Source: an optimization exercise on an open RTL-to-GDS flow (aim: small area, a short achievable clock period and few clock cycles per item). Production flows keep margins and buffers that such runs may drop.
The RTL was checked by simulation tests, not by an equivalence proof against the original design.
Power figures rest on the tool's default switching activity, not on a simulated workload.

## shift_add_multiplier
module shift_add_multiplier #(
    parameter integer WIDTH = 16
) (
    input wire clk,
    input wire reset_n,
    input wire tvalid_slave_1,
    input signed [WIDTH-1:0] tdata_slave_1,
    output wire tready_slave_1,
    input wire tvalid_slave_2,
    input signed [WIDTH-1:0] tdata_slave_2,
    output wire tready_slave_2,
    output reg tvalid_master,
    output reg signed [WIDTH-1:0] tdata_master,
    input wire tready_master
);
  reg held_1;
  reg held_2;
  reg [WIDTH-1:0] factor_a;
  reg [7:0] b_neg;
  reg [7:0] b_one;
  reg [7:0] b_two;
  wire [16:0] b_in = {tdata_slave_2, 1'b0};
  wire [7:0] b_in_neg, b_in_one, b_in_two;
  genvar gk;
  generate
    for (gk = 0; gk < 8; gk = gk + 1) begin : g_enc
      assign b_in_neg[gk] = b_in[2*gk+2];
      assign b_in_one[gk] = b_in[2*gk+1] ^ b_in[2*gk];
      assign b_in_two[gk] = (b_in[2*gk+2] & ~b_in[2*gk+1] & ~b_in[2*gk]) | (~b_in[2*gk+2] & b_in[2*gk+1] & b_in[2*gk]);
    end
  endgenerate
  wire [WIDTH-1:0] product;
  reg mid_valid_1;
  reg pipe_c188;
  reg pipe_c223;
  reg pipe_s225;
  reg pipe_s199;
  reg pipe_s228;
  reg pipe_c226;
  reg pipe_s248;
  reg pipe_c246;
  reg pipe_s251;
  reg pipe_c249;
  reg pipe_s254;
  reg pipe_c252;
  reg pipe_s257;
  reg pipe_c255;
  ...
For scale: roughly 480 cells after synthesis, about 93 flip-flops, about 56 I/O pins, roughly 6000 sq um of cells after synthesis.
clock: 5.0 ns
lec_check: 0
cap_margin: 0
core_margin: 2
core_utilization: 40
cts_buf_list: sky130_fd_sc_hd__clkbuf_8
gpl_timing_driven: 0
setup_slack_margin: 2.3
slew_margin: 0
synth_hierarchical: 1
standard.sh (not shown) runs the stock make flow with config.mk's settings and CLKGATE_MAP_FILE= SYNTH_SCRIPT=/design/flow/synth_recipe.tcl, a recipe that flattens the netlist after the stock synthesis.
==> flow/flow/run.sh <==
#!/bin/bash
# The standard layout (standard.sh), with the port buffers that global
# placement inserts made from the smallest buffer cell, and clock tree
# synthesis building larger sink clusters without dummy loads.
set -euo pipefail
export BUFFER_PORTS_ARGS="-buffer_cell sky130_fd_sc_hd__buf_1"
export CTS_ARGS="-sink_clustering_enable -repair_clock_nets -buf_list sky130_fd_sc_hd__clkbuf_8 -sink_clustering_size 30 -sink_clustering_max_diameter 150 -dont_use_dummy_load"
bash standard.sh > standard.log 2>&1
The baseline went through all stages and came out clean.
Testbench counts at the start, summed over its fixed seeds: cycles 1,224, items 1,200.
Then changed:
==> flow/flow/run.sh (replaced) <==
#!/bin/bash
# The standard layout (standard.sh), with the port buffers that global
# placement inserts made from the smallest buffer cell, and clock tree
# synthesis building larger sink clusters without dummy loads.
set -euo pipefail
export BUFFER_PORTS_ARGS="-buffer_cell sky130_fd_sc_hd__buf_1"
export CTS_ARGS="-sink_clustering_enable -repair_clock_nets -buf_list sky130_fd_sc_hd__clkbuf_8 -sink_clustering_size 24 -dont_use_dummy_load"
bash standard.sh > standard.log 2>&1
--- a/flow/config.mk
+++ b/flow/config.mk
@@ -11,4 +11,5 @@
 export CTS_BUF_LIST = sky130_fd_sc_hd__clkbuf_8
 export GPL_TIMING_DRIVEN = 0
+export PLACE_DENSITY = 0.75
 export SETUP_SLACK_MARGIN = 2.3
 export SLEW_MARGIN = 0
Result:
- sequential power is about the same
- global-route usage went down by 0.23 points
- synthesized cell count stays the same
- core utilization falls by 0.72 points
- worst setup slack degrades by 0.073 ns
- wire length barely changes
- maximum frequency drops by 2.8%
Then changed:
--- a/flow/config.mk
+++ b/flow/config.mk
@@ -11,5 +11,4 @@
 export CTS_BUF_LIST = sky130_fd_sc_hd__clkbuf_8
 export GPL_TIMING_DRIVEN = 0
-export PLACE_DENSITY = 0.75
 export SETUP_SLACK_MARGIN = 2.3
 export SLEW_MARGIN = 0
The changed run passed the timing, DRC and antenna checks.
Wire length hardly moves.
First-iteration DRC count decreases by about 10%.
Register-to-register slack improves by 0.07 ns.
Then changed:
==> flow/flow/run.sh (replaced) <==
#!/bin/bash
# The standard layout (standard.sh), with the port buffers that global
# placement inserts made from the smallest buffer cell instead of the default.
set -euo pipefail
export BUFFER_PORTS_ARGS="-buffer_cell sky130_fd_sc_hd__buf_1"
bash standard.sh > standard.log 2>&1
--- a/flow/config.mk
+++ b/flow/config.mk
@@ -11,5 +11,5 @@
 export CTS_BUF_LIST = sky130_fd_sc_hd__clkbuf_8
 export GPL_TIMING_DRIVEN = 0
-export SETUP_SLACK_MARGIN = 2.3
+export SETUP_SLACK_MARGIN = 2.5
 export SLEW_MARGIN = 0
 export SYNTH_HIERARCHICAL = 1
=>
- cell count increases by 4.6%
- die area does not change
- worst hold slack improves by 0.0036 ns
- synthesized cell count is unchanged
- routed wire length goes up by 5.7%
Then changed:
==> flow/flow/run.sh (replaced) <==
#!/bin/bash
set -euo pipefail
export BUFFER_PORTS_ARGS="-buffer_cell sky130_fd_sc_hd__buf_1"
export CTS_ARGS="-sink_clustering_enable -repair_clock_nets -buf_list sky130_fd_sc_hd__clkbuf_8 -sink_clustering_size 24 -dont_use_dummy_load"
bash standard.sh > standard.log 2>&1
--- a/flow/config.mk
+++ b/flow/config.mk
@@ -11,5 +11,5 @@
 export CTS_BUF_LIST = sky130_fd_sc_hd__clkbuf_8
 export GPL_TIMING_DRIVEN = 0
-export SETUP_SLACK_MARGIN = 2.5
+export SETUP_SLACK_MARGIN = 2.4
 export SLEW_MARGIN = 0
 export SYNTH_HIERARCHICAL = 1
Result: The changed run ran to the end with no violations; sequential share of layout area goes up by 1.7 points; cell count fell by about 3.5%; worst setup slack loses 0.019 ns; total power went down by 4.2%; synthesized cell count does not change; flip-flop and latch count stays the same; global-route usage stays flat; cell area goes down by about 4%; combinational power fell by 4.8%; die area is unchanged; register-to-register slack is worse by 0.06 ns.
Then changed:
--- a/flow/flow/run.sh
+++ b/flow/flow/run.sh
@@ -1,3 +1,6 @@
 #!/bin/bash
+# The standard layout (standard.sh), with the port buffers that global
+# placement inserts made from the smallest buffer cell, and clock tree
+# synthesis building larger sink clusters without dummy loads.
 set -euo pipefail
 export BUFFER_PORTS_ARGS="-buffer_cell sky130_fd_sc_hd__buf_1"
Setup slack is unchanged.
Final area does not change.
Hold slack is unchanged.
Cell count stays the same.
Clock skew stays the same.
Die area does not change.
Core utilization stays the same.
Wire length is unchanged.
Global-route usage stays the same.
Sequential power barely changes.

==> what the ideal ports hide <==
The results above use ideal ports. As a check the final layouts listed here were re-extracted and re-timed, cells and wires unchanged. Step 1: set_driving_cell puts a clkbuf_16 on clk and a buf_2 on each other input, an assumption about the parent block. Step 2, shift: input delay + t, output delay - t, t = (earliest + latest rising clock arrival at the registers) / 2. This alone moves slack from input paths to output paths. Three values: ideal, step 1, step 2; two values: the first two.
| run | shift t [ns] | setup WS [ns] | worst setup path after step 2 |
|---|---|---|---|
| the first run | 0.397 | 2.507 / 2.507 / 2.211 | input to register |
| the second run | 0.407 | 2.435 / 2.435 / 2.205 | input to register |
| the third run | 0.397 | 2.507 / 2.507 / 2.211 | input to register |
| the fourth run | 0.410 | 2.539 / 2.516 / 2.339 | input to register |
| the fifth run | 0.399 | 2.521 / 2.521 / 2.236 | input to register |
| the sixth run | 0.399 | 2.521 / 2.521 / 2.236 | input to register |
After both steps every run listed still meets setup and hold.
